From an optimization exercise on the open Yosys and OpenROAD flow, aimed at small area; shortcuts taken in it are not production practice.
Only simulation tests tie the RTL to the original design; equivalence was not proved.
No run shown here takes its clock network from TritonCTS; it comes from the design's own scripts or RTL.
No driver is modelled on the clock port, so clock power and skew are understated where the tree is cut down; a real chip needs a root buffer or a tree.
Power and IR drop assume default switching activity.

==> design.v <==
module digit_unit (
  input  [3:0] a, input  [3:0] b, input  [1:0] k, input  [1:0] s,
  output reg [3:0] g, output neg, output dz);
  function [4:0] rstep; input [3:0] pr; input bitin; input [3:0] d;
    reg [4:0] t; reg [4:0] df;
    begin t = {pr, bitin}; df = t - {1'b0, d}; rstep = df[4] ? {1'b0, t[3:0]} : {1'b1, df[3:0]}; end
  endfunction
  assign neg = (k == 2'd1) & (a < b);
  assign dz  = (k == 2'd3) & (b == 4'd0);
  wire        sub = (k == 2'd1);
  wire        n   = a < b;
  wire [3:0] ma = a ^ {4{sub & n}};
  wire [3:0] mb = (k == 2'd2) ? b : 4'd1;
  wire [3:0] mc = (k == 2'd0) ? b : sub ? (b ^ {4{~n}}) : 4'd0;
  wire [7:0] full = ma * mb + mc + {7'd0, sub};
  wire [7:0] prd = sub ? {4'd0, full[3:0]} : full;
  wire [4:0] s3 = rstep(4'd0,  a[3], b);
  wire [4:0] s2 = rstep(s3[3:0], a[2], b);
  wire [4:0] s1 = rstep(s2[3:0], a[1], b);
  wire [4:0] s0 = rstep(s1[3:0], a[0], b);
  wire [3:0] qi = {s3[4], s2[4], s1[4], s0[4]};
  wire [3:0] r  = s0[3:0];
  wire [8:0] y  = r * 5'd25;
  wire [4:0] z6 = rstep(y[8:5], y[4], b);
  wire [4:0] z5 = rstep(z6[3:0], y[3], b);
  wire [4:0] z4 = rstep(z5[3:0], y[2], b);
  wire [4:0] z3 = rstep(z4[3:0], y[1], b);
  wire [4:0] z2 = rstep(z3[3:0], y[0], b);
  wire [4:0] z1 = rstep(z2[3:0], 1'b0, b);
  wire [4:0] z0 = rstep(z1[3:0], 1'b0, b);
  wire [6:0] z  = {z6[4], z5[4], z4[4], z3[4], z2[4], z1[4], z0[4]};
  wire [7:0] v = (k == 2'd3) ? {1'b0, z} : prd;
  wire [4:0] c4 = rstep({1'b0, v[7:5]}, v[4], 4'd10);
  wire [4:0] c3 = rstep(c4[3:0], v[3], 4'd10);
  wire [4:0] c2 = rstep(c3[3:0], v[2], 4'd10);
  wire [4:0] c1 = rstep(c2[3:0], v[1], 4'd10);
  wire [4:0] c0 = rstep(c1[3:0], v[0], 4'd10);
  wire [4:0] q10 = {c4[4], c3[4], c2[4], c1[4], c0[4]};
  wire [3:0] u   = c0[3:0];
  wire       h2  = (q10 >= 5'd20);
  wire       h1  = (q10 >= 5'd10) & ~h2;
  wire [3:0] t   = q10[3:0] - (h2 ? 4'd4 : h1 ? 4'd10 : 4'd0);
  always @* begin
    if (dz) g = (s == 2'd0) ? 4'd11 : 4'd0;
    else case (s)
      2'd0: g = u;
      2'd1: g = t;
      2'd2: g = (k == 2'd3) ? ((qi >= 4'd10) ? qi - 4'd10 : qi) : {2'b00, h2, h1};
      default: g = (k == 2'd3) ? {3'd0, qi >= 4'd10} : (neg ? 4'd10 : 4'd0);
    endcase
  end
endmodule
module calculator (
  input        clk,
  input        rst,
  input  [3:0] in_number,
  input  [3:0] arif,
  input  [1:0] key,
  output [3:0] anodes,
  output [7:0] segments,
  output [2:0] led
);
  wire [3:0] nin = rst ? 4'd0 : ~in_number;
  wire ld1 = (key == 2'b10);
  wire ld2 = (key == 2'b01);
  reg [3:0] r1, r2, ind;
  reg [1:0] lq;                       
  always @(posedge clk) begin
    ind <= nin;
    if (ld1 | rst) r1 <= nin;
    if (ld2 | rst) r2 <= nin;
    if (rst) lq <= 2'b10;
    else if (ld1) lq <= 2'b01;
    else if (ld2) lq <= 2'b11;
    else if (arif != 4'b1111) lq <= 2'b10;
  end
  assign led = {~(lq[1] & lq[0]), lq};
  reg [3:0] aA, aB;
  reg [1:0] ak;
  wire valid = (arif == 4'b1110) | (arif == 4'b1101) | (arif == 4'b1011) | (arif == 4'b0111);
  always @(posedge clk) begin
    if (valid | rst) begin
      aA <= r1;
      aB <= rst ? 4'd0 : r2;
      ak <= rst ? 2'd2 : {~arif[2] | ~arif[3], ~arif[1] | ~arif[3]};
    end
  end
  wire       sw = (arif == 4'b1111);
  wire [3:0] xA = sw ? ind : aA;
  wire [3:0] xB = sw ? 4'd0 : aB;
  wire [1:0] xk = sw ? 2'd0 : ak;
  reg  [11:0] sr;
  reg  [1:0]  shift;
  wire        z11   = (sr[10:0] == 11'd0);
  wire        pulse = z11 & ~sr[11];
  wire        fb    = sr[11] ^ sr[0] ^ sr[1] ^ sr[7] ^ z11;
  wire [1:0]  shift_n = shift + {1'b0, pulse};
  always @(posedge clk) begin
    sr    <= rst ? 12'hd41 : {sr[10:0], fb};
    shift <= rst ? 2'd0 : shift_n;
  end
  assign anodes = ~(4'b0001 << shift);
  wire [3:0] g;
  wire neg, dz;
  digit_unit du (.a(xA), .b(xB), .k(xk), .s(shift_n), .g(g), .neg(neg), .dz(dz));
  wire [1:0] cc = dz ? 2'd2 : (xk == 2'd3) ? 2'd3 : neg ? 2'd1 : 2'd0;
  reg [3:0] p;           
  reg [4:0] s1;          
  reg [4:0] code;        
  wire le9 = (p <= 4'd9);
  reg [4:0] f;
  always @* begin
    case (cc)
      2'd0: f = {1'b0, le9 ? p : 4'd0};
      2'd1: f = {1'b0, (p <= 4'd10) ? p : 4'd0};
      2'd2: f = {1'b0, (p == 4'd11) ? 4'd11 : 4'd0};
      default: f = {le9 & (shift_n == 2'd2), le9 ? p : 4'd0};
    endcase
  end
  always @(posedge clk) begin
    p    <= rst ? 4'd0 : g;
    s1   <= rst ? 5'd0 : f;
    code <= rst ? 5'd0 : s1;
  end
  wire [3:0] c = code[3:0];
  wire [15:0] hot = 16'd1 << c;
  wire seg_a = hot[1] | hot[4] | hot[10];
  wire seg_b = hot[5] | hot[6] | hot[11] | hot[10];
  wire seg_c = hot[2] | hot[10] | hot[11];
  wire seg_d = hot[1] | hot[4] | hot[7] | hot[10];
  wire seg_e = hot[1] | hot[3] | hot[4] | hot[5] | hot[7] | hot[9] | hot[10];
  wire seg_f = hot[1] | hot[2] | hot[3] | hot[7] | hot[10];
  wire seg_g = hot[0] | hot[1] | hot[7];
  assign segments = {~code[4], seg_g, seg_f, seg_e, seg_d, seg_c, seg_b, seg_a};
endmodule
==> flow/run.sh <==
#!/bin/bash
# Own layout flow: the standard ORFS flow (standard.sh) with these changes:
#  - synthesis: no hard adder cells, and an area-only ABC script (deepsyn + amap, no upsizing);
#    it runs with several random seeds in parallel and keeps the smallest netlist. The Yosys
#    steps that make the registers are the standard flow's own, so the registers are the standard ones.
#  - minimum-size port buffers (every port still gets one);
#  - a small clock tree: the clock port drives a few clock buffers, one per cluster of flip-flops.
set -euo pipefail
W=$(pwd)
SEEDS=${OWN_SEEDS:-6}
T=${OWN_T:-240}
COMMON=(
  "ADDER_MAP_FILE="
  "ABC_AREA=1"
  "SYNTH_INSBUF=0"
  "BUFFER_PORTS_ARGS=-buffer_cell sky130_fd_sc_hd__buf_1"
)
make_scripts() {   # $1 folder, $2 seed
  rm -rf "$1"
  cp -r "$FLOW_HOME/scripts" "$1"
  sed "s/@SEED@/$2/; s/@T@/$T/" "$W/flow/abc_area.script" > "$1/abc_area.script"
  # the clock tree: own_clock_tree in place of TritonCTS
  sed -i "s|^log_cmd clock_tree_synthesis {\*}\$cts_args|source $W/flow/own_cts.tcl\nown_clock_tree 3 sky130_fd_sc_hd__clkbuf_8\nset_propagated_clock [all_clocks]|" "$1/cts.tcl"
  grep -q own_clock_tree "$1/cts.tcl"
}
for i in $(seq 1 "$SEEDS"); do
  make_scripts "$W/own_scripts_$i" "$i"
  sed "s|$W/orfs|$W/cand_$i|g" "$W/standard.sh" > "$W/standard_$i.sh"
  ( bash "$W/standard_$i.sh" "SCRIPTS_DIR=$W/own_scripts_$i" "${COMMON[@]}" synth > "$W/own_synth_$i.log" 2>&1 \
      && echo ok > "$W/cand_$i.done" ) &
done
wait
best=""; barea=""
for i in $(seq 1 "$SEEDS"); do
  [[ -f "$W/cand_$i.done" ]] || continue
  a=$(grep -o "Chip area for module.*: [0-9.]*" "$W/cand_$i/reports/sky130hd/calculator/base/synth_stat.txt" | grep -o "[0-9.]*$")
  echo "seed $i: synthesis area $a" | tee -a "$W/own_choice.log"
  if [[ -z "$best" ]] || awk "BEGIN{exit !($a < $barea)}"; then best=$i; barea=$a; fi
done
[[ -n "$best" ]]
echo "chosen seed $best ($barea)" | tee -a "$W/own_choice.log"
rm -rf "$W/orfs"
cp -a "$W/cand_$best" "$W/orfs"
for i in $(seq 1 "$SEEDS"); do [[ "$i" == "$best" ]] || rm -rf "$W/cand_$i"; done
bash standard.sh "SCRIPTS_DIR=$W/own_scripts_$best" "${COMMON[@]}" finish > "$W/own_layout.log" 2>&1
==> flow/abc_area.script <==
strash
&get -n
&deepsyn -T @T@ -S @SEED@
&put
dch -f
amap
topo
==> flow/own_cts.tcl <==
# Own clock tree: the clock port drives K buffers directly, each placed at the centre of a
# k-means cluster of the flip-flops and driving that cluster's clock pins.
proc own_clock_tree { k cell } {
  set block [ord::get_db_block]
  set pts {}
  foreach inst [$block getInsts] {
    set m [[$inst getMaster] getName]
    if {![regexp {__e?dfxtp_} $m]} { continue }
    set bb [$inst getBBox]
    lappend pts [list [$inst getName] [expr {([$bb xMin] + [$bb xMax]) / 2.0}] [expr {([$bb yMin] + [$bb yMax]) / 2.0}]]
  }
  set pts [lsort -real -index 1 $pts]
  set n [llength $pts]
  # initial centres: spread along x
  set cs {}
  for {set i 0} {$i < $k} {incr i} {
    set p [lindex $pts [expr {int(($i + 0.5) * $n / $k)}]]
    lappend cs [list [lindex $p 1] [lindex $p 2]]
  }
  for {set it 0} {$it < 50} {incr it} {
    set sum {}
    for {set i 0} {$i < $k} {incr i} { lappend sum [list 0.0 0.0 0] }
    set asg {}
    foreach p $pts {
      set best 0; set bd 1e30
      for {set i 0} {$i < $k} {incr i} {
        set c [lindex $cs $i]
        set d [expr {abs([lindex $p 1] - [lindex $c 0]) + abs([lindex $p 2] - [lindex $c 1])}]
        if {$d < $bd} { set bd $d; set best $i }
      }
      lappend asg $best
      set s [lindex $sum $best]
      lset sum $best [list [expr {[lindex $s 0] + [lindex $p 1]}] [expr {[lindex $s 1] + [lindex $p 2]}] [expr {[lindex $s 2] + 1}]]
    }
    for {set i 0} {$i < $k} {incr i} {
      set s [lindex $sum $i]
      if {[lindex $s 2] > 0} { lset cs $i [list [expr {[lindex $s 0] / [lindex $s 2]}] [expr {[lindex $s 1] / [lindex $s 2]}]] }
    }
  }
  set dbu [$block getDbUnitsPerMicron]
  for {set i 0} {$i < $k} {incr i} {
    set pins {}
    foreach p $pts a $asg { if {$a == $i} { lappend pins [get_pins [lindex $p 0]/CLK] } }
    if {![llength $pins]} { continue }
    set c [lindex $cs $i]
    insert_buffer -buffer_cell $cell -net clk -load_pins $pins \
      -location [list [expr {[lindex $c 0] / $dbu}] [expr {[lindex $c 1] / $dbu}]] \
      -buffer_name clkbuf_own_$i -net_name clk_own_$i
    puts "own clock tree: buffer $i $cell drives [llength $pins] flip-flops"
  }
}
==> standard.sh <==
#!/bin/bash
# synth_recipe.tcl (not shown) runs the flow's synth.tcl, then flattens the netlist and writes it again
# the make line also repeats each setting of config.mk as NAME=value (left out here)
make -C /OpenROAD-flow-scripts/flow DESIGN_CONFIG=/design/flow/config.mk WORK_HOME=/design/flow/orfs CLKGATE_MAP_FILE= SYNTH_SCRIPT=/design/flow/synth_recipe.tcl "${@:-finish}"
==> config.mk <==
export PLATFORM = sky130hd
export DESIGN_NAME = calculator
export DESIGN_NICKNAME = calculator
export VERILOG_FILES = /design/flow/design.v
export SDC_FILE = /design/flow/constraint.sdc
export NUM_CORES = 8
export LEC_CHECK = 0
export CAP_MARGIN = 20
export CORE_MARGIN = 2
export CORE_UTILIZATION = 40
export SLEW_MARGIN = 20
==> constraint.sdc <==
create_clock -name core_clock -period 70.0 [get_ports {clk}]
set_input_delay 14.0000 -clock core_clock [delete_from_list [all_inputs] [get_ports {clk}]]
set_output_delay 14.0000 -clock core_clock [all_outputs]
set_load 0.01 [all_outputs]
==> results of run 1 <==
==> layout by cell type, fill, tap and decap left out, types with 4 or more instances in the layout <==
cell	n
a22oi_1	4
o221ai_1	5
o22ai_1	21
nor2b_1	28
edfxtp_1	18
nor2_1	126
or2_0	10
buf_1	26
a21oi_1	35
a31oi_1	8
nand2_1	49
nand3_1	8
nor3_1	24
o21ai_0	67
o32ai_1	5
clkinv_1	68
a211oi_1	7
dfxtp_1	34
nor4_1	4
==> per-stage QoR <==
step	hold WS [ns]	setup WS [ns]
finish	0.429	42.11
global route	0.440	40.26
CTS	0.431	42.58
detailed placement	0.405	42.44
global placement	0.403	43.02
floorplan	0.400	45.42
==> routing by layer <==
layer,vias up,GRT usage (%)
met4,0,4.21
li1,2042,-
met1,1749,29.3
met5,-,0
met3,19,1.53
met2,146,32.1
==> worst max-delay path by stage <==
stage	slack [ns]	end
2_1_floorplan	45.42	p[0]$_SDFF_PP0_
3_5_place_dp	42.44	p[0]$_SDFF_PP0_
5_1_grt	40.26	p[0]$_SDFF_PP0_
3_3_place_gp	43.02	p[0]$_SDFF_PP0_
6_report	42.11	p[0]$_SDFF_PP0_
4_1_cts	42.58	p[0]$_SDFF_PP0_
==> power by group through the flow <==
| stage | logic (W) | registers, W | clock network [W] |
|---|---|---|---|
| global placement | 0.0000766 | 0.0000377 | 0 |
| CTS | 0.0000783 | 0.0000371 | 0.0000112 |
| global route | 0.0000911 | 0.0000376 | 0.0000121 |
| floorplan | 0.0000617 | 0.0000369 | 0 |
| detailed placement | 0.0000779 | 0.0000378 | 0 |
| finish | 0.0000799 | 0.0000371 | 0.0000109 |
==> layout make-up, clock buffers not listed <==
class                   instances  area [um2]
inverters                      68         255
repair buffers                 28         113
flip-flops and latches         52        1220
fillers                       987        5120
well taps                     111         139
multi-input cells             436        2220
==> registers in the layout (all words and copies together), names as in the netlist <==
name	count
s1	5
r2	4
aB	4
shift	2
ind	4
sr	12
code	5
ak	2
r1	4
p	4
lq	2
aA	4
==> synthesized netlist by cell type <==
cell type / instances / area (um2)
nor3_1: 24 / 120
clkinv_1: 68 / 255
nor4_1: 4 / 25.0
o22ai_1: 21 / 131
o31a_1: 2 / 17.5
a31oi_1: 8 / 50.1
nor2_1: 126 / 473
nand3_1: 8 / 40.0
o31ai_1: 1 / 7.51
o221a_1: 1 / 11.3
o311a_1: 2 / 20.0
or2_0: 10 / 62.6
a2111oi_0: 2 / 17.5
o21bai_1: 1 / 7.51
nor2b_1: 28 / 175
or4_1: 3 / 22.5
o221ai_1: 5 / 43.8
o211ai_1: 3 / 22.5
and3_1: 2 / 12.5
a211oi_1: 7 / 52.6
o32ai_1: 5 / 43.8
o21ai_0: 67 / 335
dfxtp_1: 34 / 681
xnor2_1: 1 / 8.76
a31o_1: 1 / 8.76
o21a_1: 2 / 15.0
a21boi_0: 1 / 7.51
a211o_1: 1 / 8.76
a32o_1: 1 / 10.0
a221oi_1: 3 / 26.3
a32oi_1: 2 / 17.5
nand2_1: 49 / 184
a22oi_1: 4 / 30.0
a21oi_1: 35 / 175
edfxtp_1: 18 / 541
or3_1: 3 / 18.8
and2_0: 3 / 18.8
==> logic make-up after synthesis <==
family | count (synthesis)
xor+xnor | 1
buf+inv | 68
flops | 52
compound gates | 175
simple gates | 260
==> results.sh, run 1 <==
export IMPL_path_buf_inv=7
export IMPL_diodes=0
export IMPL_ys_warn_count=2
export IMPL_grt_pass1_vias=3491
export IMPL_stdcell_area_um2=3990
export IMPL_pwr_share_clk_pct=8.5
export IMPL_arrival_ns=27.88
export IMPL_crit_required_ns=69.99
export IMPL_drt_wl_total_um=9930
export IMPL_outcome="finished clean"
export IMPL_worstSetupEndpointType="register"
export IMPL_fin_nets=601
export IMPL_p_switching_w=0.0000624
export IMPL_r2r_setup_slack_ns=55.09
export IMPL_rsz0062_at_grt="false"
export IMPL_maxCapViolCount=0
export IMPL_p_leak_nw=1.34
export IMPL_hold_path_class="reg -> reg"
export IMPL_ant_nets=0
export IMPL_synthXorXnorAreaFrac_pct=0.237
export IMPL_relSlewSlack_pct=38.4
export IMPL_wl_met3_um=567
export IMPL_core_um2=9110
export IMPL_cts_post_setup_buffers_inserted=0
export IMPL_holdPathStages=0
export IMPL_reg2reg_from="aB[2]$_SDFFCE_PP0P_"
export IMPL_wl_met2_um=4370
export IMPL_yosysSeqAreaShare_pct=33.0
export IMPL_drc=0
export IMPL_ys_types=37
export IMPL_comb_power_share_pct=62.5
export IMPL_synthAdderAreaFrac_pct=0
export IMPL_swShare_pct=48.8
export IMPL_synthCells=556
export IMPL_top_layer_used="met4"
export IMPL_p_int_w=0.0000654
export IMPL_path_depth=71
export IMPL_syn_nets=568
export IMPL_grt_antenna_before_repair=0
export IMPL_dpl_cell_area_um2=3950
export IMPL_p_seq_share_pct=29.0
export IMPL_drive_above_1_share_pct=0.852
export IMPL_synthMuxAreaShare_pct=0
export IMPL_slew_viol_final=0
export IMPL_grt_max_degree=32
export IMPL_drt_iter0_drc=367
export IMPL_crit_fanout=13
export IMPL_synthSimpleGateAreaFrac_pct=31.2
export IMPL_r2r_end="p[0]$_SDFF_PP0_"
export IMPL_period_share_pct=39.8
export IMPL_grt_pass1_wl_um=16800
export IMPL_wire_per_inst_um=14.2
export IMPL_cts_hold_buf=0
export IMPL_clkLatencyLatePin_ns=0.16
export IMPL_dp_cells=695
export IMPL_p_total_w=0.000128
export IMPL_grt_overflow_total=0
export IMPL_grt_use_total_pct=19.9
export IMPL_synth_area_um2=3700
export IMPL_cp_slowest_cell="a2111oi_0"
export IMPL_p_per_area_nw_per_um2=32.0
export IMPL_io_pins=27
export IMPL_worstHoldStart="r1[2]$_DFFE_PP_"
export IMPL_tightestPinTransition_ns=0.901
export IMPL_port_buffers=26
export IMPL_slowest_delay_ns=0.73
export IMPL_reg2reg_depth=69
export IMPL_startpoint_type="input port"
export IMPL_dieHeight_um=100
export IMPL_place_hpwl_um=7740
export IMPL_syn_to_final_growth_pct=7.92
export IMPL_gp_congestion=0.961
export IMPL_final_hold_viol_count=0
export IMPL_die_area_um2=10000
export IMPL_hold_end="aA[2]$_DFFE_PP_"
export IMPL_wl_met1_um=4770
export IMPL_synth_compound_area_share_pct=28.7
export IMPL_synth_top_family_by_area="simple AND/OR/NAND/NOR gates"
export IMPL_peakVddDrop_mv=0.0165
export IMPL_finalClockSkew_ns=0.0229
export IMPL_die_w_um=100
export IMPL_cp_top_family="compound AO/OA/AOI/OAI gates"
export IMPL_finalSetupViolations=0
export IMPL_vias=3956
export IMPL_max_freq_ghz=0.0359
export IMPL_fp_row_count=35
export IMPL_vias_per_cell=5.67
export IMPL_fin_util_pct=43.8
export IMPL_start_util_pct=40.6
export IMPL_ys_seq_elements=52
export IMPL_syn_area_per_cell_um2=6.65
export IMPL_first_pass_iters=5
export IMPL_cts_clk_slew_worst_paths_ns=0.11
export IMPL_critPathLaunch="arif[3]"
export IMPL_cts_resized=0
export IMPL_period_needed_ns=27.89
export IMPL_fin_cells=698
export IMPL_fin_tns_setup_ns=0
export IMPL_worstSetupPathType="in -> reg"
==> run 2, diff against run 1 <==
--- a/design.v
+++ b/design.v
@@ -41,7 +41,7 @@
   wire       h1  = (q10 >= 5'd10) & ~h2;
   wire [3:0] t   = q10[3:0] - (h2 ? 4'd4 : h1 ? 4'd10 : 4'd0);
   always @* begin
-    if (dz) g = (s == 2'd0) ? 4'd11 : 4'd0;
+    if (dz) g = (s == 2'd0) ? 4'd14 : 4'd0;
     else case (s)
       2'd0: g = u;
       2'd1: g = t;
@@ -107,29 +107,26 @@
   reg [3:0] p;           
   reg [4:0] s1;          
   reg [4:0] code;        
-  wire le9 = (p <= 4'd9);
-  reg [4:0] f;
-  always @* begin
-    case (cc)
-      2'd0: f = {1'b0, le9 ? p : 4'd0};
-      2'd1: f = {1'b0, (p <= 4'd10) ? p : 4'd0};
-      2'd2: f = {1'b0, (p == 4'd11) ? 4'd11 : 4'd0};
-      default: f = {le9 & (shift_n == 2'd2), le9 ? p : 4'd0};
-    endcase
-  end
+  wire       a3 = (shift_n == 2'd2);
+  wire [4:0] f;
+  assign f[0] = (p[0] & ~cc[1]) | (p[0] & cc[0]);
+  assign f[1] = (~p[3] & p[1] & ~cc[1]) | (~p[2] & p[1] & ~cc[1] & cc[0]) | (p[3] & p[2] & cc[1] & ~cc[0]) | (~p[3] & p[1] & cc[0]);
+  assign f[2] = (~p[3] & p[2] & ~cc[1]) | (p[3] & p[2] & cc[1] & ~cc[0]) | (~p[3] & p[2] & cc[0]);
+  assign f[3] = (p[3] & ~p[1] & ~cc[1]) | (p[3] & ~p[1] & cc[0]) | (p[3] & ~p[2] & ~cc[1] & cc[0]) | (p[3] & p[2] & cc[1] & ~cc[0]);
+  assign f[4] = (~p[1] & cc[1] & cc[0] & a3) | (~p[3] & cc[1] & cc[0] & a3);
   always @(posedge clk) begin
     p    <= rst ? 4'd0 : g;
     s1   <= rst ? 5'd0 : f;
     code <= rst ? 5'd0 : s1;
   end
   wire [3:0] c = code[3:0];
-  wire [15:0] hot = 16'd1 << c;
-  wire seg_a = hot[1] | hot[4] | hot[10];
-  wire seg_b = hot[5] | hot[6] | hot[11] | hot[10];
-  wire seg_c = hot[2] | hot[10] | hot[11];
-  wire seg_d = hot[1] | hot[4] | hot[7] | hot[10];
-  wire seg_e = hot[1] | hot[3] | hot[4] | hot[5] | hot[7] | hot[9] | hot[10];
-  wire seg_f = hot[1] | hot[2] | hot[3] | hot[7] | hot[10];
-  wire seg_g = hot[0] | hot[1] | hot[7];
-  assign segments = {~code[4], seg_g, seg_f, seg_e, seg_d, seg_c, seg_b, seg_a};
+  wire [6:0] sg;
+  assign sg[0] = (~c[3] & ~c[2] & ~c[1] & c[0]) | (c[3] & ~c[2] & c[1]) | (c[2] & ~c[1] & ~c[0]);
+  assign sg[1] = (c[3] & c[1]) | (c[2] & ~c[1] & c[0]) | (c[2] & c[1] & ~c[0]);
+  assign sg[2] = (~c[2] & c[1] & ~c[0]) | (c[3] & c[1]);
+  assign sg[3] = (~c[3] & ~c[2] & ~c[1] & c[0]) | (c[3] & ~c[2] & c[1]) | (c[2] & ~c[1] & ~c[0]) | (c[2] & c[1] & c[0]);
+  assign sg[4] = (c[0]) | (c[3] & ~c[2] & c[1]) | (c[2] & ~c[1]);
+  assign sg[5] = (~c[3] & ~c[2] & c[0]) | (~c[2] & c[1]) | (c[1] & c[0]);
+  assign sg[6] = (~c[3] & ~c[2] & ~c[1]) | (c[2] & c[1] & c[0]);
+  assign segments = {~code[4], sg};
 endmodule
--- a/config.mk
+++ b/config.mk
@@ -7,5 +7,6 @@
 export LEC_CHECK = 0
 export CAP_MARGIN = 20
 export CORE_MARGIN = 2
-export CORE_UTILIZATION = 40
+export CORE_UTILIZATION = 60
+export GPL_TIMING_DRIVEN = 0
 export SLEW_MARGIN = 20
==> results.sh, run 2 <==
export IMPL_cts_clk_slew_worst_paths_ns=0.11
export IMPL_startpoint_type="input port"
export IMPL_crit_fanout=14
export IMPL_worst_path_most_repeated_cell="nor2_1"
export IMPL_async_flop_share_pct=0
export IMPL_synth_area_um2=3660
export IMPL_fin_tns_setup_ns=0
export IMPL_top_register="sr"
export IMPL_period_share_pct=40.9
export IMPL_drt_iter0_drc=382
export IMPL_io_pins=27
export IMPL_crit_required_ns=70.03
export IMPL_period_needed_ns=28.63
export IMPL_max_freq_ghz=0.0349
export IMPL_vias_per_cell=6.19
export IMPL_final_common_cell="nor2_1"
export IMPL_p_total_w=0.000123
export IMPL_maxCapViolCount=0
export IMPL_port_buffers=26
export IMPL_p_leak_nw=1.33
export IMPL_synthCells=544
export IMPL_cts_post_setup_buffers_inserted=0
export IMPL_synth_top_area_share_pct=18.6
export IMPL_drc=0
export IMPL_gp_congestion=0.983
export IMPL_yosysSeqAreaShare_pct=33.4
export IMPL_diodes=0
export IMPL_start_util_pct=61.7
export IMPL_yosysTopAreaCell="dfxtp_1"
export IMPL_drt_wl_total_um=9390
export IMPL_ys_types=39
export IMPL_largest_reg_flops=12
export IMPL_wire_per_inst_um=14.5
export IMPL_holdWs_ns=0.429
export IMPL_cp_slowest_cell="nor2_1"
export IMPL_ys_seq_elements=52
export IMPL_fillers=533
export IMPL_use_met3_pct=2.09
export IMPL_peakVddDrop_mv=0.0193
export IMPL_worstSetupPathType="in -> reg"
export IMPL_place_worst_setup_slack_ns=41.73
export IMPL_synthTopCellsByCount="121 x nor2_1, 60 x clkinv_1, 60 x nand2_1"
export IMPL_relSlewSlack_pct=40.5
export IMPL_core_um2=5920
export IMPL_syn_to_final_growth_pct=6.40
export IMPL_tightestPinTransition_ns=0.890
export IMPL_first_pass_iters=5
export IMPL_regArea_um2=1220
export IMPL_grt_most_used_layer="met2"
export IMPL_worstSetupEndpointType="register"
export IMPL_met2_usage_pct=45.9
export IMPL_ant_nets=0
export IMPL_grt_pass1_wl_um=14700
export IMPL_synthFlopType="dfxtp_1"
export IMPL_finalClockSkew_ns=0.0281
export IMPL_cts_hold_buf=0
export IMPL_outcome="finished clean"
export IMPL_mostFrequentLayoutCells="121 x nor2_1, 60 x nand2_1, 60 x clkinv_1"
export IMPL_cp_top_family="compound AO/OA/AOI/OAI gates"
export IMPL_grt_antenna_before_repair=0
export IMPL_fp_row_count=28
export IMPL_synth_most_common_cell="nor2_1"
export IMPL_fin_ws_ns=41.37
export IMPL_syn_area_per_cell_um2=6.72
export IMPL_arrival_ns=28.66
export IMPL_final_hold_viol_count=0
export IMPL_fin_nets=587
export IMPL_multiInputGateArea_um2=2210
export IMPL_ys_warn_count=2
export IMPL_reg_top3="sr: 12 flops, code: 5 flops, s1: 5 flops"
export IMPL_synth_edf_count=18
export IMPL_path_buf_inv=12
export IMPL_synth_area_top_cells="dfxtp_1 19%, edfxtp_1 15%, nor2_1 12%, a21oi_1 7.4%, clkinv_1 6.2%"
export IMPL_grt_pass1_vias=3298
export IMPL_clkLatencyLatePin_ns=0.17
export IMPL_cts_resized=0
export IMPL_place_hpwl_um=7250
export IMPL_die_w_um=82.1
export IMPL_grt_max_degree=36
export IMPL_die_area_um2=6730
export IMPL_syn_nets=556
export IMPL_drive_above_1_share_pct=0.698
export IMPL_finalSetupViolations=0
export IMPL_hold_path_class="reg -> reg"
export IMPL_vias=4011
export IMPL_p_per_area_nw_per_um2=31.7
export IMPL_slowest_delay_ns=0.68
export IMPL_slew_viol_final=0
export IMPL_grt_overflow_total=0
export IMPL_dieHeight_um=82.1
export IMPL_grt_use_total_pct=27.4
export IMPL_rsz0062_at_grt="false"
export IMPL_grt_use_met1_pct=37.8
## run 2: cell count changes after synthesis, moves of 4 or more
cell	previous run	this run
a21oi_1	35	54
clkinv_1	68	60
nand2_1	49	60
nor2_1	126	121
nor2b_1	28	15
o21a_1	2	11
o21ai_0	67	45
o22ai_1	21	15
o31ai_1	1	5
## run 2: logic make-up after synthesis
logic type | share of synthesized area, %
DFF | 33.4
buffers and inverters | 6.16
AOI/OAI and AO/OA | 30.9
and+or+nand+nor | 29.5
## run 2: layout make-up, clock buffers not listed
class / instances / area share, %
Tap cell: 75 / 2.41
Multi-Input combinational cell: 432 / 56.8
Timing Repair Buffer: 26 / 2.54
Inverter: 60 / 5.79
Sequential cell: 52 / 31.4
## run 2: worst paths after layout
| kind | cells after the start | from | end | slack (ns) |
|---|---|---|---|---|
| setup reg to reg | 70 | aB[3]$_SDFFCE_PP0P_ | p[2]$_SDFF_PP0_ | 55.51 |
| hold reg to reg | 0 | r1[0]$_DFFE_PP_ | aA[0]$_DFFE_PP_ | 0.43 |
| setup / recovery | 73 | arif[3] | p[2]$_SDFF_PP0_ | 41.37 |
| hold / removal | 0 | r1[0]$_DFFE_PP_ | aA[0]$_DFFE_PP_ | 0.43 |
## run 2: stage by stage
| step | util, % | cells | instance area (um2) |
|---|---|---|---|
| floorplan | - | 544 | 3660 |
| CTS | 65.7 | 648 | 3890 |
| finish | 65.7 | 648 | 3890 |
| global route | 65.7 | 648 | 3890 |
| global placement | 65.0 | 645 | 3850 |
| detailed placement | 65.0 | 645 | 3850 |
## run 2: metal layers
| layer | part of all wire (%) | wire, um | vias up |
|---|---|---|---|
| met5 | 0 | 0 | - |
| met4 | 2.6 | 248 | 0 |
| met3 | 7.5 | 705 | 30 |
| met2 | 45 | 4190 | 189 |
| met1 | 45 | 4250 | 1772 |
| li1 | - | - | 2020 |
## run 2: report_power, final
| group | total, W | internal, W | switching [W] | leakage (nW) |
|---|---|---|---|---|
| logic | 0.0000753 | 0.0000258 | 0.0000495 | 0.849 |
| clock network | 0.0000105 | 0.00000397 | 0.00000657 | 0.0216 |
| registers | 0.0000375 | 0.0000346 | 0.00000288 | 0.463 |
| total | 0.000123 | 0.0000644 | 0.0000590 | 1.33 |
==> run 3, diff against run 2 <==
--- a/flow/run.sh
+++ b/flow/run.sh
@@ -7,7 +7,10 @@
 #  - a small clock tree: the clock port drives a few clock buffers, one per cluster of flip-flops.
 set -euo pipefail
 W=$(pwd)
-SEEDS=${OWN_SEEDS:-6}
+# candidates: deepsyn seeds 1-8 with an mfs3 clean-up after mapping (mfs3 sometimes aborts, which
+# only drops that candidate) and seeds 1-4 without it
+CANDS=(1:mfs3 2:mfs3 3:mfs3 4:mfs3 5:mfs3 6:mfs3 7:mfs3 8:mfs3 1:- 2:- 3:- 4:-)
+SEEDS=${#CANDS[@]}
 T=${OWN_T:-240}
 COMMON=(
   "ADDER_MAP_FILE="
@@ -15,16 +18,18 @@
   "SYNTH_INSBUF=0"
   "BUFFER_PORTS_ARGS=-buffer_cell sky130_fd_sc_hd__buf_1"
 )
-make_scripts() {   # $1 folder, $2 seed
+make_scripts() {   # $1 folder, $2 seed, $3 mapped-netlist clean-up command (or nothing)
   rm -rf "$1"
   cp -r "$FLOW_HOME/scripts" "$1"
-  sed "s/@SEED@/$2/; s/@T@/$T/" "$W/flow/abc_area.script" > "$1/abc_area.script"
+  sed "s/@SEED@/$2/; s/@T@/$T/; s/@POST@/$3/" "$W/flow/abc_area.script" > "$1/abc_area.script"
   # the clock tree: own_clock_tree in place of TritonCTS
   sed -i "s|^log_cmd clock_tree_synthesis {\*}\$cts_args|source $W/flow/own_cts.tcl\nown_clock_tree 3 sky130_fd_sc_hd__clkbuf_8\nset_propagated_clock [all_clocks]|" "$1/cts.tcl"
   grep -q own_clock_tree "$1/cts.tcl"
 }
 for i in $(seq 1 "$SEEDS"); do
-  make_scripts "$W/own_scripts_$i" "$i"
+  c=${CANDS[$((i - 1))]}
+  post=""; [[ "${c#*:}" == mfs3 ]] && post="mfs3 -ae"
+  make_scripts "$W/own_scripts_$i" "${c%%:*}" "$post"
   sed "s|$W/orfs|$W/cand_$i|g" "$W/standard.sh" > "$W/standard_$i.sh"
   ( bash "$W/standard_$i.sh" "SCRIPTS_DIR=$W/own_scripts_$i" "${COMMON[@]}" synth > "$W/own_synth_$i.log" 2>&1 \
       && echo ok > "$W/cand_$i.done" ) &
@@ -34,7 +39,7 @@
 for i in $(seq 1 "$SEEDS"); do
   [[ -f "$W/cand_$i.done" ]] || continue
   a=$(grep -o "Chip area for module.*: [0-9.]*" "$W/cand_$i/reports/sky130hd/calculator/base/synth_stat.txt" | grep -o "[0-9.]*$")
-  echo "seed $i: synthesis area $a" | tee -a "$W/own_choice.log"
+  echo "candidate $i (${CANDS[$((i - 1))]}): synthesis area $a" | tee -a "$W/own_choice.log"
   if [[ -z "$best" ]] || awk "BEGIN{exit !($a < $barea)}"; then best=$i; barea=$a; fi
 done
 [[ -n "$best" ]]
==> flow/abc_area.script (replaced) <==
strash
&get -n
&deepsyn -T @T@ -S @SEED@
&put
dch -f
amap
@POST@
topo
==> results.sh, run 3 <==
export IMPL_yosysTopAreaCell="dfxtp_1"
export IMPL_crit_fanout=12
export IMPL_wl_met3_um=595
export IMPL_worstSetupPathType="in -> reg"
export IMPL_io_pins=27
export IMPL_vias_per_cell=6.27
export IMPL_fp_row_count=28
export IMPL_maxCapViolCount=0
export IMPL_r2r_end="p[2]$_SDFF_PP0_"
export IMPL_drive_above_1_share_pct=0.714
export IMPL_mostFrequentLayoutCells="113 x nor2_1, 57 x a21oi_1, 56 x nand2_1"
export IMPL_max_freq_ghz=0.0347
export IMPL_grt_antenna_before_repair=0
export IMPL_hold_path_class="reg -> reg"
export IMPL_drt_iter0_drc=382
export IMPL_drc=0
export IMPL_dieHeight_um=81.7
export IMPL_start_util_pct=61.6
export IMPL_gp_congestion=0.985
export IMPL_p_leak_nw=1.32
export IMPL_relSlewSlack_pct=50.5
export IMPL_synth_most_common_cell="nor2_1"
export IMPL_synth_area_um2=3630
export IMPL_diodes=0
export IMPL_cts_resized=0
export IMPL_ant_nets=0
export IMPL_reg_top3="sr: 12 flops, code: 5 flops, s1: 5 flops"
export IMPL_fin_util_pct=65.6
export IMPL_wl_met1_um=4370
export IMPL_clkLatencyLatePin_ns=0.16
export IMPL_fin_nets=574
export IMPL_wire_per_inst_um=15.2
export IMPL_core_um2=5890
export IMPL_p_total_w=0.000117
export IMPL_dp_cells=632
export IMPL_port_buffers=26
export IMPL_syn_to_final_growth_pct=6.45
export IMPL_top_register="sr"
export IMPL_synth_area_top_cells="dfxtp_1 19%, edfxtp_1 15%, nor2_1 12%, a21oi_1 7.9%, o21ai_0 6.3%"
export IMPL_ys_types=44
export IMPL_die_area_um2=6680
export IMPL_synthTopCellsByCount="113 x nor2_1, 57 x a21oi_1, 56 x nand2_1"
export IMPL_peakVddDrop_mv=0.0204
export IMPL_async_flop_share_pct=0
export IMPL_grt_pass1_vias=3500
export IMPL_ys_seq_elements=52
export IMPL_syn_nets=543
export IMPL_slew_viol_final=0
export IMPL_critPathLaunch="arif[3]"
export IMPL_r2r_setup_slack_ns=55.36
export IMPL_finalSetupViolations=0
export IMPL_slowest_delay_ns=0.59
export IMPL_wl_met2_um=4490
export IMPL_die_w_um=81.7
export IMPL_grt_use_total_pct=29.2
export IMPL_grt_max_degree=36
export IMPL_cts_clk_slew_worst_paths_ns=0.09
export IMPL_crit_end="p[2]$_SDFF_PP0_"
export IMPL_synth_top_area_share_pct=18.8
export IMPL_final_hold_viol_count=0
export IMPL_crit_required_ns=70.03
export IMPL_cts_post_setup_buffers_inserted=0
export IMPL_startpoint_type="input port"
export IMPL_fin_cells=635
export IMPL_reg2reg_from="aB[3]$_SDFFCE_PP0P_"
export IMPL_rsz0062_at_grt="false"
export IMPL_synthCells=531
export IMPL_tightestPinTransition_ns=0.739
export IMPL_period_share_pct=41.1
export IMPL_fillers=561
export IMPL_finalClockSkew_ns=0.0205
export IMPL_multiInputGateArea_um2=2220
export IMPL_worst_path_most_repeated_cell="nor2_1"
export IMPL_outcome="finished clean"
export IMPL_ys_warn_count=2
export IMPL_first_pass_iters=5
export IMPL_period_needed_ns=28.79
export IMPL_cts_hold_buf=0
export IMPL_worstSetupEndpointType="register"
export IMPL_yosysSeqAreaShare_pct=33.7
export IMPL_place_hpwl_um=7440
export IMPL_grt_pass1_wl_um=15800
export IMPL_synth_edf_count=18
export IMPL_top_layer_used="met4"
export IMPL_fin_tns_setup_ns=0
export IMPL_cp_slowest_cell="o32ai_1"
export IMPL_syn_area_per_cell_um2=6.83
export IMPL_synthFlopType="dfxtp_1"
export IMPL_drt_wl_total_um=9670
export IMPL_reg2reg_depth=66
export IMPL_vias=3979
export IMPL_arrival_ns=28.82
export IMPL_regArea_um2=1220
export IMPL_worstHoldStart="sr[2]$_SDFF_PP0_"
export IMPL_p_per_area_nw_per_um2=30.2
export IMPL_largest_reg_flops=12
export IMPL_grt_overflow_total=0
export IMPL_final_common_cell="nor2_1"
## run 3: worst min-delay path by stage
stage / to / slack, ns / depth (start not counted)
3_5_place_dp: aA[2]$_DFFE_PP_ / 0.40 / 0
5_1_grt: sr[4]$_SDFF_PP0_ / 0.44 / 2
3_3_place_gp: aA[3]$_DFFE_PP_ / 0.40 / 0
2_1_floorplan: aA[0]$_DFFE_PP_ / 0.40 / 0
4_1_cts: sr[3]$_SDFF_PP0_ / 0.43 / 2
6_report: sr[3]$_SDFF_PP0_ / 0.43 / 2
## run 3: worst max-delay path, delay by kind of cell
| kind | cells | cell delay [ns] |
|---|---|---|
| AND/OR/NAND/NOR | 27 | 3.98 |
| AO/OA/AOI/OAI | 32 | 8.68 |
| buffers and inverters | 9 | 2.07 |
| XOR/XNOR | 1 | 0.07 |
## run 3: metrics by stage
step,worst slack [ns],hold slack [ns],instance area [um2]
2_1_floorplan,44.80,0.400,3630
3_3_place_gp,41.93,0.402,3820
4_1_cts,41.66,0.428,3860
3_5_place_dp,41.58,0.405,3820
5_1_grt,39.71,0.443,3860
6_report,41.21,0.426,3860
## run 3: kinds of logic after synthesis
kind of cell    after synthesis  share of synthesized area (%)
buf+inv                      49                           5.07
flops                        52                           33.7
xor+xnor                      1                          0.242
compound gates              179                           30.5
simple gates                249                           30.4
other cells                   1                          0.103
## run 3: where the power goes
group	switching, W	internal [W]
Sequential	0.00000299	0.0000346
Clock	0.00000660	0.00000397
Combinational	0.0000444	0.0000241
Total	0.0000540	0.0000627
## run 3: final cells by class, clock buffers not listed
| class | instances | area share [%] |
|---|---|---|
| multi-input combinational | 430 | 57.5 |
| timing repair buffer | 26 | 2.56 |
| inverter | 49 | 4.76 |
| sequential | 52 | 31.6 |
| tap | 75 | 2.43 |
## run 3: layer usage
layer	up-vias	GRT usage (%)
met1	1820	40.8
met4	0	6.50
met5	-	0
met3	21	1.87
met2	161	49.7
li1	1977	-
==> run 4, diff against run 3 <==
--- a/design.v
+++ b/design.v
@@ -89,14 +89,16 @@
   wire [3:0] xA = sw ? ind : aA;
   wire [3:0] xB = sw ? 4'd0 : aB;
   wire [1:0] xk = sw ? 2'd0 : ak;
-  reg  [11:0] sr;
+  localparam [11:0] POL = 12'haaa;
+  reg  [11:0] q;
+  wire [11:0] sr = q ^ POL;
   reg  [1:0]  shift;
   wire        z11   = (sr[10:0] == 11'd0);
   wire        pulse = z11 & ~sr[11];
   wire        fb    = sr[11] ^ sr[0] ^ sr[1] ^ sr[7] ^ z11;
   wire [1:0]  shift_n = shift + {1'b0, pulse};
   always @(posedge clk) begin
-    sr    <= rst ? 12'hd41 : {sr[10:0], fb};
+    q     <= rst ? (12'hd41 ^ POL) : ({sr[10:0], fb} ^ POL);
     shift <= rst ? 2'd0 : shift_n;
   end
   assign anodes = ~(4'b0001 << shift);
@@ -105,7 +107,7 @@
   digit_unit du (.a(xA), .b(xB), .k(xk), .s(shift_n), .g(g), .neg(neg), .dz(dz));
   wire [1:0] cc = dz ? 2'd2 : (xk == 2'd3) ? 2'd3 : neg ? 2'd1 : 2'd0;
   reg [3:0] p;           
-  reg [4:0] s1;          
+  reg [4:0] s1n;         
   reg [4:0] code;        
   wire       a3 = (shift_n == 2'd2);
   wire [4:0] f;
@@ -116,8 +118,8 @@
   assign f[4] = (~p[1] & cc[1] & cc[0] & a3) | (~p[3] & cc[1] & cc[0] & a3);
   always @(posedge clk) begin
     p    <= rst ? 4'd0 : g;
-    s1   <= rst ? 5'd0 : f;
-    code <= rst ? 5'd0 : s1;
+    s1n  <= rst ? 5'h1f : ~f;
+    code <= rst ? 5'd0 : ~s1n;
   end
   wire [3:0] c = code[3:0];
   wire [6:0] sg;
==> results.sh, run 4 <==
export IMPL_synthCells=517
export IMPL_mostFrequentLayoutCells="120 x nor2_1, 67 x nand2_1, 51 x clkinv_1"
export IMPL_finalClockSkew_ns=0.0196
export IMPL_tightestPinTransition_ns=0.796
export IMPL_slew_viol_final=0
export IMPL_p_leak_nw=1.32
export IMPL_place_worst_setup_slack_ns=41.39
export IMPL_p_total_w=0.000123
export IMPL_port_buffers=26
export IMPL_grt_overflow_total=0
export IMPL_first_pass_iters=5
export IMPL_diodes=0
export IMPL_hold_end="s1n[0]$_SDFF_PP1_"
export IMPL_period_needed_ns=29.10
export IMPL_startpoint_type="input port"
export IMPL_cts_hold_buf=0
export IMPL_drt_wl_total_um=9380
export IMPL_top_register="q"
export IMPL_io_pins=27
export IMPL_cts_resized=0
export IMPL_drive_above_1_share_pct=1.10
export IMPL_clkLatencyLatePin_ns=0.16
export IMPL_async_flop_share_pct=0
export IMPL_worst_path_most_repeated_cell="nor2_1"
export IMPL_fin_ws_ns=40.90
export IMPL_cp_slowest_cell="o21ai_0"
export IMPL_slowest_delay_ns=0.65
export IMPL_rsz0062_at_grt="false"
export IMPL_yosysTopAreaCell="dfxtp_1"
export IMPL_syn_to_final_growth_pct=6.92
export IMPL_holdWs_ns=0.379
export IMPL_arrival_ns=29.18
export IMPL_grt_max_degree=25
export IMPL_core_um2=5610
export IMPL_final_hold_viol_count=0
export IMPL_ys_warn_count=2
export IMPL_reg2reg_from="aB[1]$_SDFFCE_PP0P_"
export IMPL_fin_cells=619
export IMPL_maxCapViolCount=0
export IMPL_p_int_w=0.0000645
export IMPL_grt_pass1_vias=3473
export IMPL_wire_per_inst_um=15.2
export IMPL_cts_post_setup_buffers_inserted=0
export IMPL_worstSetupEndpointType="register"
export IMPL_drt_iter0_drc=350
export IMPL_largest_reg_flops=12
export IMPL_drc=0
export IMPL_synth_top_area_share_pct=19.2
export IMPL_place_hpwl_um=7150
export IMPL_path_buf_inv=10
export IMPL_final_common_cell="nor2_1"
export IMPL_synth_edf_count=18
export IMPL_holdPathStages=1
export IMPL_grt_pass1_wl_um=15300
export IMPL_die_w_um=80.9
export IMPL_swShare_pct=47.6
export IMPL_ys_seq_elements=52
export IMPL_syn_area_per_cell_um2=6.85
export IMPL_r2r_setup_slack_ns=55.01
export IMPL_synth_area_um2=3540
export IMPL_outcome="finished clean"
export IMPL_p_per_area_nw_per_um2=32.5
export IMPL_dieHeight_um=80.9
export IMPL_vias_per_cell=6.33
export IMPL_cts_clk_slew_worst_paths_ns=0.08
export IMPL_start_util_pct=63.2
export IMPL_reg2reg_depth=67
export IMPL_reg_top3="q: 12 flops, code: 5 flops, s1n: 5 flops"
export IMPL_hold_path_class="reg -> reg"
export IMPL_cp_top_family="compound AO/OA/AOI/OAI gates"
export IMPL_fp_row_count=27
export IMPL_grt_antenna_before_repair=0
export IMPL_comb_power_share_pct=60.6
export IMPL_ant_nets=0
export IMPL_dp_cells=616
export IMPL_grt_use_total_pct=28.8
export IMPL_synth_most_common_cell="nor2_1"
export IMPL_worstSetupPathType="in -> reg"
export IMPL_gp_congestion=0.917
export IMPL_synthFlopType="dfxtp_1"
export IMPL_period_share_pct=41.6
export IMPL_peakVddDrop_mv=0.0219
export IMPL_p_seq_share_pct=30.7
export IMPL_crit_required_ns=70.08
export IMPL_fin_tns_setup_ns=0
export IMPL_fin_nets=561
export IMPL_max_freq_ghz=0.0344
export IMPL_crit_fanout=12
export IMPL_ys_types=44
export IMPL_p_switching_w=0.0000585
export IMPL_synth_area_top_cells="dfxtp_1 19%, edfxtp_1 15%, nor2_1 13%, nand2_1 7.1%, a21oi_1 6.5%"
export IMPL_syn_nets=529
export IMPL_synthTopCellsByCount="120 x nor2_1, 67 x nand2_1, 51 x clkinv_1"
export IMPL_die_area_um2=6540
export IMPL_yosysSeqAreaShare_pct=34.5
export IMPL_vias=3919
export IMPL_r2r_end="p[1]$_SDFF_PP0_"
export IMPL_relSlewSlack_pct=46.3
export IMPL_pwr_share_clk_pct=8.7
export IMPL_finalSetupViolations=0
export IMPL_worstHoldStart="p[0]$_SDFF_PP0_"
==> run 4: changes by cell type in the layout (fill, tap and decap cells not counted), sizes merged, moves of 7 or more <==
cell   before  now
a21oi      57   46
nand2      56   67
a31oi       5   14
nor2b      20   12
nor3       25   17
or2        11    3
nor2      113  120
==> run 4: routing by layer <==
layer  part of all wire, %  GRT usage [%]  wire length (um)  up-vias
li1                      -              -                 -     1929
met5                     0              0                 0        -
met3                   6.6           2.11               622       24
met4                   2.1           7.29               198        0
met1                    43           36.5              4070     1781
met2                    48           52.9              4490      185
==> run 4: layout make-up, clock buffers not listed <==
| type | instances | area [um2] |
|---|---|---|
| repair buffers | 27 | 106 |
| flip-flops and latches | 52 | 1220 |
| fillers | 520 | 1820 |
| inverters | 51 | 191 |
| well taps | 72 | 90.1 |
| multi-input cells | 414 | 2140 |
==> run 4: cells by family after synthesis <==
| family | Yosys count | synth area share [%] |
|---|---|---|
| xor+xnor | 2 | 0.494 |
| buf+inv | 51 | 5.40 |
| flops | 52 | 34.5 |
| simple gates | 240 | 28.7 |
| compound gates | 170 | 30.4 |
| mux | 2 | 0.600 |
==> run 4: worst max-delay path by stage <==
stage               depth (start not counted)  slack, ns              end  startpoint
global route                               73      39.25  p[1]$_SDFF_PP0_     arif[2]
floorplan                                  72      44.71  p[1]$_SDFF_PP0_     arif[3]
finish                                     71      40.90  p[1]$_SDFF_PP0_     arif[2]
global placement                           71      41.62  p[1]$_SDFF_PP0_     arif[3]
CTS                                        71      41.46  p[1]$_SDFF_PP0_     arif[2]
detailed placement                         71      41.39  p[1]$_SDFF_PP0_     arif[2]
==> run 4: metrics by stage <==
stage,instance area (um2),utilization [%]
CTS,3790,67.5
global route,3790,67.6
floorplan,3540,-
global placement,3730,66.5
detailed placement,3750,66.8
finish,3790,67.6
==> run 4: power groups by stage <==
stage	clock, W	sequential, W	combinational, W
2_1_floorplan	0	0.0000373	0.0000581
5_1_grt	0.0000117	0.0000380	0.0000834
4_1_cts	0.0000109	0.0000376	0.0000723
3_3_place_gp	0	0.0000381	0.0000701
6_report	0.0000107	0.0000377	0.0000745
3_5_place_dp	0	0.0000382	0.0000719
==> run 5, diff against run 4 <==
--- a/flow/run.sh
+++ b/flow/run.sh
@@ -7,9 +7,11 @@
 #  - a small clock tree: the clock port drives a few clock buffers, one per cluster of flip-flops.
 set -euo pipefail
 W=$(pwd)
-# candidates: deepsyn seeds 1-8 with an mfs3 clean-up after mapping (mfs3 sometimes aborts, which
-# only drops that candidate) and seeds 1-4 without it
-CANDS=(1:mfs3 2:mfs3 3:mfs3 4:mfs3 5:mfs3 6:mfs3 7:mfs3 8:mfs3 1:- 2:- 3:- 4:-)
+# Synthesis candidates, each an ABC script: "s1 s2 ..." runs deepsyn with seed s1, maps (amap),
+# cleans the mapped netlist with mfs3, and for each further seed repeats deepsyn, amap and mfs3
+# on the result; "plain s" is deepsyn and amap only. mfs3 sometimes aborts, which only drops
+# that candidate. The smallest netlist is kept.
+CANDS=("2 10 11" "2 10" "12 10 11" "7 41 42 43 44" "9 10 11" "6 9 10" "plain 2" "plain 6")
 SEEDS=${#CANDS[@]}
 T=${OWN_T:-240}
 COMMON=(
@@ -18,18 +20,29 @@
   "SYNTH_INSBUF=0"
   "BUFFER_PORTS_ARGS=-buffer_cell sky130_fd_sc_hd__buf_1"
 )
-make_scripts() {   # $1 folder, $2 seed, $3 mapped-netlist clean-up command (or nothing)
+make_scripts() {   # $1 folder, $2 candidate
   rm -rf "$1"
   cp -r "$FLOW_HOME/scripts" "$1"
-  sed "s/@SEED@/$2/; s/@T@/$T/; s/@POST@/$3/" "$W/flow/abc_area.script" > "$1/abc_area.script"
+  local c=($2) t=$T
+  {
+    echo strash
+    if [[ "${c[0]}" == plain ]]; then
+      printf '&get -n\n&deepsyn -T %s -S %s\n&put\ndch -f\namap\n' "$T" "${c[1]}"
+    else
+      for s in "${c[@]}"; do
+        [[ $t == "$T" ]] || echo strash
+        printf '&get -n\n&deepsyn -T %s -S %s\n&put\ndch -f\namap\nmfs3 -ae\n' "$t" "$s"
+        t=120
+      done
+    fi
+    echo topo
+  } > "$1/abc_area.script"
   # the clock tree: own_clock_tree in place of TritonCTS
   sed -i "s|^log_cmd clock_tree_synthesis {\*}\$cts_args|source $W/flow/own_cts.tcl\nown_clock_tree 3 sky130_fd_sc_hd__clkbuf_8\nset_propagated_clock [all_clocks]|" "$1/cts.tcl"
   grep -q own_clock_tree "$1/cts.tcl"
 }
 for i in $(seq 1 "$SEEDS"); do
-  c=${CANDS[$((i - 1))]}
-  post=""; [[ "${c#*:}" == mfs3 ]] && post="mfs3 -ae"
-  make_scripts "$W/own_scripts_$i" "${c%%:*}" "$post"
+  make_scripts "$W/own_scripts_$i" "${CANDS[$((i - 1))]}"
   sed "s|$W/orfs|$W/cand_$i|g" "$W/standard.sh" > "$W/standard_$i.sh"
   ( bash "$W/standard_$i.sh" "SCRIPTS_DIR=$W/own_scripts_$i" "${COMMON[@]}" synth > "$W/own_synth_$i.log" 2>&1 \
       && echo ok > "$W/cand_$i.done" ) &
--- a/config.mk
+++ b/config.mk
@@ -5,8 +5,8 @@
 export SDC_FILE = /design/flow/constraint.sdc
 export NUM_CORES = 8
 export LEC_CHECK = 0
-export CAP_MARGIN = 20
+export CAP_MARGIN = 0
 export CORE_MARGIN = 2
 export CORE_UTILIZATION = 60
 export GPL_TIMING_DRIVEN = 0
-export SLEW_MARGIN = 20
+export SLEW_MARGIN = 0
removed: flow/abc_area.script
==> results.sh, run 5 <==
export IMPL_outcome="finished clean"
export IMPL_syn_area_per_cell_um2=6.89
export IMPL_wl_met3_um=631
export IMPL_async_flop_share_pct=0
export IMPL_mostFrequentLayoutCells="109 x nor2_1, 64 x nand2_1, 51 x o21ai_0"
export IMPL_yosysTopAreaCell="dfxtp_1"
export IMPL_synthFlopType="dfxtp_1"
export IMPL_die_area_um2=6390
export IMPL_top_register="q"
export IMPL_fin_cells=603
export IMPL_cp_top_family="compound AO/OA/AOI/OAI gates"
export IMPL_cts_resized=0
export IMPL_gp_congestion=0.918
export IMPL_p_leak_nw=1.28
export IMPL_drc=0
export IMPL_holdPathStages=1
export IMPL_crit_fanout=8
export IMPL_final_common_cell="nor2_1"
export IMPL_cp_slowest_cell="a311oi_1"
export IMPL_crit_required_ns=70.07
export IMPL_maxCapViolCount=0
export IMPL_top_layer_used="met4"
export IMPL_cts_clk_slew_worst_paths_ns=0.08
export IMPL_clkLatencyLatePin_ns=0.16
export IMPL_dieHeight_um=79.9
export IMPL_die_w_um=79.9
export IMPL_path_buf_inv=7
export IMPL_worstSetupPathType="in -> reg"
export IMPL_drt_iter0_drc=276
export IMPL_period_needed_ns=25.47
export IMPL_port_buffers=26
export IMPL_worst_path_most_repeated_cell="nor2_1"
export IMPL_grt_pass1_vias=3181
export IMPL_synth_edf_count=18
export IMPL_fin_tns_setup_ns=0
export IMPL_syn_nets=514
export IMPL_place_worst_setup_slack_ns=44.76
export IMPL_ant_nets=0
export IMPL_critPathLaunch="arif[3]"
export IMPL_synthTopCellsByCount="109 x nor2_1, 64 x nand2_1, 51 x o21ai_0"
export IMPL_tightestPinTransition_ns=1.00
export IMPL_p_total_w=0.000118
export IMPL_slowest_delay_ns=0.60
export IMPL_fin_nets=545
export IMPL_worstSetupEndpointType="register"
export IMPL_reg2reg_from="aB[1]$_SDFFCE_PP0P_"
export IMPL_grt_use_total_pct=26.8
export IMPL_ys_warn_count=2
export IMPL_grt_antenna_before_repair=0
export IMPL_hold_path_class="reg -> reg"
export IMPL_period_share_pct=36.4
export IMPL_drt_wl_total_um=8510
export IMPL_relSlewSlack_pct=33.1
export IMPL_reg2reg_depth=63
export IMPL_grt_pass1_wl_um=14200
export IMPL_largest_reg_flops=12
export IMPL_fp_row_count=27
export IMPL_place_hpwl_um=6580
export IMPL_r2r_end="p[3]$_SDFF_PP0_"
export IMPL_io_pins=27
export IMPL_worstHoldStart="p[0]$_SDFF_PP0_"
export IMPL_ys_types=41
export IMPL_synthCells=502
export IMPL_arrival_ns=25.55
export IMPL_vias=3674
export IMPL_r2r_setup_slack_ns=56.75
export IMPL_reg_top3="q: 12 flops, code: 5 flops, s1n: 5 flops"
export IMPL_ys_seq_elements=52
export IMPL_wire_per_inst_um=14.1
export IMPL_finalSetupViolations=0
export IMPL_hold_end="s1n[0]$_SDFF_PP1_"
export IMPL_dp_cells=600
export IMPL_grt_overflow_total=0
export IMPL_cts_hold_buf=0
export IMPL_synth_area_top_cells="dfxtp_1 20%, edfxtp_1 16%, nor2_1 12%, o21ai_0 7.4%, nand2_1 6.9%"
export IMPL_core_um2=5540
export IMPL_p_per_area_nw_per_um2=32.0
export IMPL_yosysSeqAreaShare_pct=35.3
export IMPL_synth_area_um2=3460
export IMPL_fin_ws_ns=44.53
export IMPL_synth_top_area_share_pct=19.7
export IMPL_final_hold_viol_count=0
export IMPL_vias_per_cell=6.09
export IMPL_wl_met2_um=3980
export IMPL_synth_most_common_cell="nor2_1"
export IMPL_slew_viol_final=0
export IMPL_first_pass_iters=5
export IMPL_start_util_pct=62.5
export IMPL_wl_met1_um=3730
export IMPL_diodes=0
export IMPL_grt_max_degree=24
export IMPL_rsz0062_at_grt="false"
export IMPL_startpoint_type="input port"
export IMPL_syn_to_final_growth_pct=6.62
export IMPL_drive_above_1_share_pct=0.565
export IMPL_cts_post_setup_buffers_inserted=0
export IMPL_finalClockSkew_ns=0.0199
export IMPL_max_freq_ghz=0.0393
export IMPL_peakVddDrop_mv=0.0226
-- run 5: cell count changes after synthesis, moves of 5 or more --
cell      previous run  this run
o21ai_0             40        51
nor2_1             120       109
and2_0               2         7
a31oi_1             14         4
nor2b_1             12        18
o22ai_1             15        21
a21oi_1             46        41
clkinv_1            51        42
-- run 5: cell type report, clock buffers not listed --
cell class              count  area [um2]
fillers                   534        1850
inverters                  42         158
multi-input cells         408        2080
flip-flops and latches     52        1220
well taps                  72        90.1
repair buffers             26        97.6
-- run 5: logic make-up after synthesis --
group	share of synthesized area, %
buf+inv	4.56
flops	35.3
compound gates	29.9
simple gates	30.3
-- run 5: worst max path at each step --
| stage | endpoint | cells past startpoint | slack (ns) |
|---|---|---|---|
| after floorplan | p[3]$_SDFF_PP0_ | 56 | 47.54 |
| after global placement | p[3]$_SDFF_PP0_ | 58 | 45.07 |
| after global routing | p[3]$_SDFF_PP0_ | 58 | 43.50 |
| final | p[3]$_SDFF_PP0_ | 58 | 44.53 |
| after detailed placement | p[3]$_SDFF_PP0_ | 57 | 44.76 |
| after CTS | p[3]$_SDFF_PP0_ | 58 | 44.86 |
-- run 5: report_power, final --
part / internal, W / total [W] / leakage, nW / switching, W
clock: 0.00000397 / 0.0000105 / 0.0216 / 0.00000650
sequential: 0.0000349 / 0.0000381 / 0.464 / 0.00000322
combinational: 0.0000240 / 0.0000694 / 0.799 / 0.0000454
-- run 5: through the flow --
stage	hold slack [ns]	utilization (%)	cell area, um2
6_report	0.369	66.6	3690
5_1_grt	0.380	66.6	3690
4_1_cts	0.372	66.6	3690
3_5_place_dp	0.353	65.9	3650
3_3_place_gp	0.349	65.9	3650
2_1_floorplan	0.343	-	3460
-- run 5: worst reg2reg max path, delay by kind of cell, from the launching register on --
family | cells | cell delay [ns]
AOI/OAI and AO/OA | 35 | 7.81
DFF | 1 | 0.70
buffers and inverters | 6 | 1.24
and+or+nand+nor | 22 | 3.43
-- run 5: layer usage --
layer / vias up / track usage [%]
met5: - / 0
met4: 0 / 5.59
met3: 13 / 2.38
met2: 152 / 47.9
met1: 1643 / 35.3
li1: 1866 / -
==> run 6, diff against run 5 <==
--- a/flow/run.sh
+++ b/flow/run.sh
@@ -8,10 +8,10 @@
 set -euo pipefail
 W=$(pwd)
 # Synthesis candidates, each an ABC script: "s1 s2 ..." runs deepsyn with seed s1, maps (amap),
-# cleans the mapped netlist with mfs3, and for each further seed repeats deepsyn, amap and mfs3
-# on the result; "plain s" is deepsyn and amap only. mfs3 sometimes aborts, which only drops
+# cleans the mapped netlist with mfs3, for each further seed repeats deepsyn, amap and mfs3 on the
+# result, and ends with two more rounds of amap and mfs3; "plain s" is deepsyn and amap only. mfs3 sometimes aborts, which only drops
 # that candidate. The smallest netlist is kept.
-CANDS=("2 10 11" "2 10" "12 10 11" "7 41 42 43 44" "9 10 11" "6 9 10" "plain 2" "plain 6")
+CANDS=("2 10 11" "2 10" "12 10 11" "7 41 42" "9 10 11" "6 9 10" "1 10 11" "plain 6")
 SEEDS=${#CANDS[@]}
 T=${OWN_T:-240}
 COMMON=(
@@ -34,6 +34,8 @@
         printf '&get -n\n&deepsyn -T %s -S %s\n&put\ndch -f\namap\nmfs3 -ae\n' "$t" "$s"
         t=120
       done
+      # two more rounds of mapping and clean-up on the result
+      printf 'strash\ndch -f\namap\nmfs3 -ae\nstrash\ndch -f\namap\nmfs3 -ae\n'
     fi
     echo topo
   } > "$1/abc_area.script"
==> results.sh, run 6 <==
export IMPL_maxCapViolCount=0
export IMPL_first_pass_iters=7
export IMPL_hold_end="s1n[0]$_SDFF_PP1_"
export IMPL_synth_area_um2=3440
export IMPL_reg2reg_from="aB[1]$_SDFFCE_PP0P_"
export IMPL_critPathLaunch="arif[3]"
export IMPL_crit_fanout=9
export IMPL_holdPathStages=1
export IMPL_syn_nets=513
export IMPL_arrival_ns=25.26
export IMPL_finalSetupViolations=0
export IMPL_cts_post_setup_buffers_inserted=0
export IMPL_worstHoldStart="p[0]$_SDFF_PP0_"
export IMPL_worst_path_most_repeated_cell="nor2_1"
export IMPL_ant_nets=0
export IMPL_cp_slowest_cell="nor2_1"
export IMPL_fp_row_count=27
export IMPL_cts_resized=0
export IMPL_largest_reg_flops=12
export IMPL_synth_edf_count=18
export IMPL_wire_per_inst_um=14.6
export IMPL_finalClockSkew_ns=0.0123
export IMPL_relSlewSlack_pct=27.4
export IMPL_dieHeight_um=79.7
export IMPL_grt_max_degree=25
export IMPL_ys_types=43
export IMPL_vias_per_cell=6.07
export IMPL_outcome="finished clean"
export IMPL_cts_hold_buf=0
export IMPL_r2r_end="p[3]$_SDFF_PP0_"
export IMPL_synthTopCellsByCount="119 x nor2_1, 63 x nand2_1, 54 x o21ai_0"
export IMPL_p_leak_nw=1.29
export IMPL_yosysSeqAreaShare_pct=35.5
export IMPL_cts_clk_slew_worst_paths_ns=0.09
export IMPL_holdWs_ns=0.382
export IMPL_final_common_cell="nor2_1"
export IMPL_synthFlopType="dfxtp_1"
export IMPL_diodes=0
export IMPL_syn_area_per_cell_um2=6.86
export IMPL_ys_warn_count=2
export IMPL_place_hpwl_um=6850
export IMPL_final_hold_viol_count=0
export IMPL_fin_nets=544
export IMPL_grt_overflow_total=0
export IMPL_hold_path_class="reg -> reg"
export IMPL_syn_to_final_growth_pct=6.66
export IMPL_reg_top3="q: 12 flops, code: 5 flops, s1n: 5 flops"
export IMPL_grt_pass1_vias=3266
export IMPL_max_freq_ghz=0.0396
export IMPL_synthCells=501
export IMPL_slew_viol_final=0
export IMPL_top_register="q"
export IMPL_grt_antenna_before_repair=0
export IMPL_gp_congestion=0.929
export IMPL_die_area_um2=6350
export IMPL_yosysTopAreaCell="dfxtp_1"
export IMPL_core_um2=5510
export IMPL_peakVddDrop_mv=0.0202
export IMPL_drt_wl_total_um=8790
export IMPL_drc=0
export IMPL_worstSetupEndpointType="register"
export IMPL_period_needed_ns=25.24
export IMPL_p_total_w=0.000116
export IMPL_fin_tns_setup_ns=0
export IMPL_synth_area_top_cells="dfxtp_1 20%, edfxtp_1 16%, nor2_1 13%, o21ai_0 7.9%, nand2_1 6.9%"
export IMPL_crit_required_ns=70.01
export IMPL_startpoint_type="input port"
export IMPL_ys_seq_elements=52
export IMPL_die_w_um=79.7
export IMPL_clkLatencyLatePin_ns=0.16
export IMPL_io_pins=27
export IMPL_async_flop_share_pct=0
export IMPL_multiInputGateArea_um2=2050
export IMPL_worstSetupPathType="in -> reg"
export IMPL_synth_most_common_cell="nor2_1"
export IMPL_reg2reg_depth=64
export IMPL_mostFrequentLayoutCells="119 x nor2_1, 63 x nand2_1, 54 x o21ai_0"
export IMPL_p_per_area_nw_per_um2=31.6
export IMPL_rsz0062_at_grt="false"
export IMPL_tightestPinTransition_ns=1.09
export IMPL_grt_use_total_pct=28.4
export IMPL_period_share_pct=36.1
export IMPL_r2r_setup_slack_ns=56.33
export IMPL_vias=3654
export IMPL_fillers=507
export IMPL_start_util_pct=62.4
export IMPL_drive_above_1_share_pct=0.566
export IMPL_synth_top_area_share_pct=19.8
export IMPL_grt_pass1_wl_um=14800
export IMPL_port_buffers=26
export IMPL_slowest_delay_ns=0.48
export IMPL_regArea_um2=1220
export IMPL_drt_iter0_drc=357
[run 6: metrics by stage]
stage	instances	setup WS (ns)	util, %	cell area, um2
finish	602	44.76	66.6	3660
global route	602	43.47	66.6	3660
CTS	602	45.16	66.6	3660
detailed placement	599	45.04	65.8	3620
global placement	599	45.37	65.8	3620
floorplan	501	47.66	-	3440
[run 6: worst max path at each step]
stage                            to  slack [ns]  depth (start not counted)
floorplan           p[3]$_SDFF_PP0_       47.66                         56
global placement    p[3]$_SDFF_PP0_       45.37                         56
detailed placement  p[3]$_SDFF_PP0_       45.04                         57
CTS                 p[3]$_SDFF_PP0_       45.16                         57
global route        p[3]$_SDFF_PP0_       43.47                         57
finish              p[3]$_SDFF_PP0_       44.76                         57
[run 6: cell families after synthesis]
kind of cell    after synthesis  synth area share [%]
xor+xnor                      1                 0.255
simple gates                235                  28.8
buf+inv                      43                  4.70
compound gates              170                  30.7
flops                        52                  35.5
[run 6: critical path, delay by kind of cell]
kind | cells | cell delay (ns)
AOI/OAI and AO/OA | 27 | 6.37
and+or+nand+nor | 23 | 3.50
buffers and inverters | 7 | 1.37
[run 6: power breakdown]
group / switching (W) / leakage (nW) / internal, W / total (W)
combinational: 0.0000440 / 0.806 / 0.0000230 / 0.0000669
clock: 0.00000685 / 0.0216 / 0.00000398 / 0.0000108
sequential: 0.00000321 / 0.464 / 0.0000348 / 0.0000381
[run 6: routing by layer]
layer	part of all wire, %	up-vias	track usage (%)	routed length [um]
met2	46	148	48.9	4050
li1	-	1853	-	-
met4	1.1	0	4.14	99
met5	0	-	0	0
met1	46	1641	40.1	4060
met3	6.6	12	2.04	580
[run 6: area by class of cell, clock buffers not listed]
class	instances	area share, %
inverters	43	4.40
multi-input cells	406	56.0
flip-flops and latches	52	33.3
well taps	72	2.46
repair buffers	26	2.66

[separate check: timing with driven ports]
The flow's constraints put no driver on any port. The routed layouts listed below were extracted and timed again, unchanged, in two steps. Step 1: set_driving_cell puts a clkbuf_16 on clk and a buf_2 on each other input, an assumption about the parent block. Step 2 also shifts input and output timing later by t, the mid clock arrival at the registers, as if the neighbouring blocks saw the same clock. Three values: ideal, step 1, step 2; two values: the first two.
run	t, ns	setup WS [ns]	worst setup path at the end
run 1	0.200	42.114 / 42.138 / 41.938	input to register
run 2	0.200	41.371 / 41.396 / 41.196	input to register
run 3	0.201	41.214 / 41.238 / 41.038	input to register
run 4	0.204	40.899 / 40.920 / 40.716	input to register
run 5	0.198	44.525 / 44.551 / 44.353	input to register
run 6	0.200	44.755 / 44.782 / 44.582	input to register
After both steps every run listed still meets setup and hold. The setup slack of run 4, which loses most, moves by +0.021 ns with the drivers and by -0.183 ns with both steps.
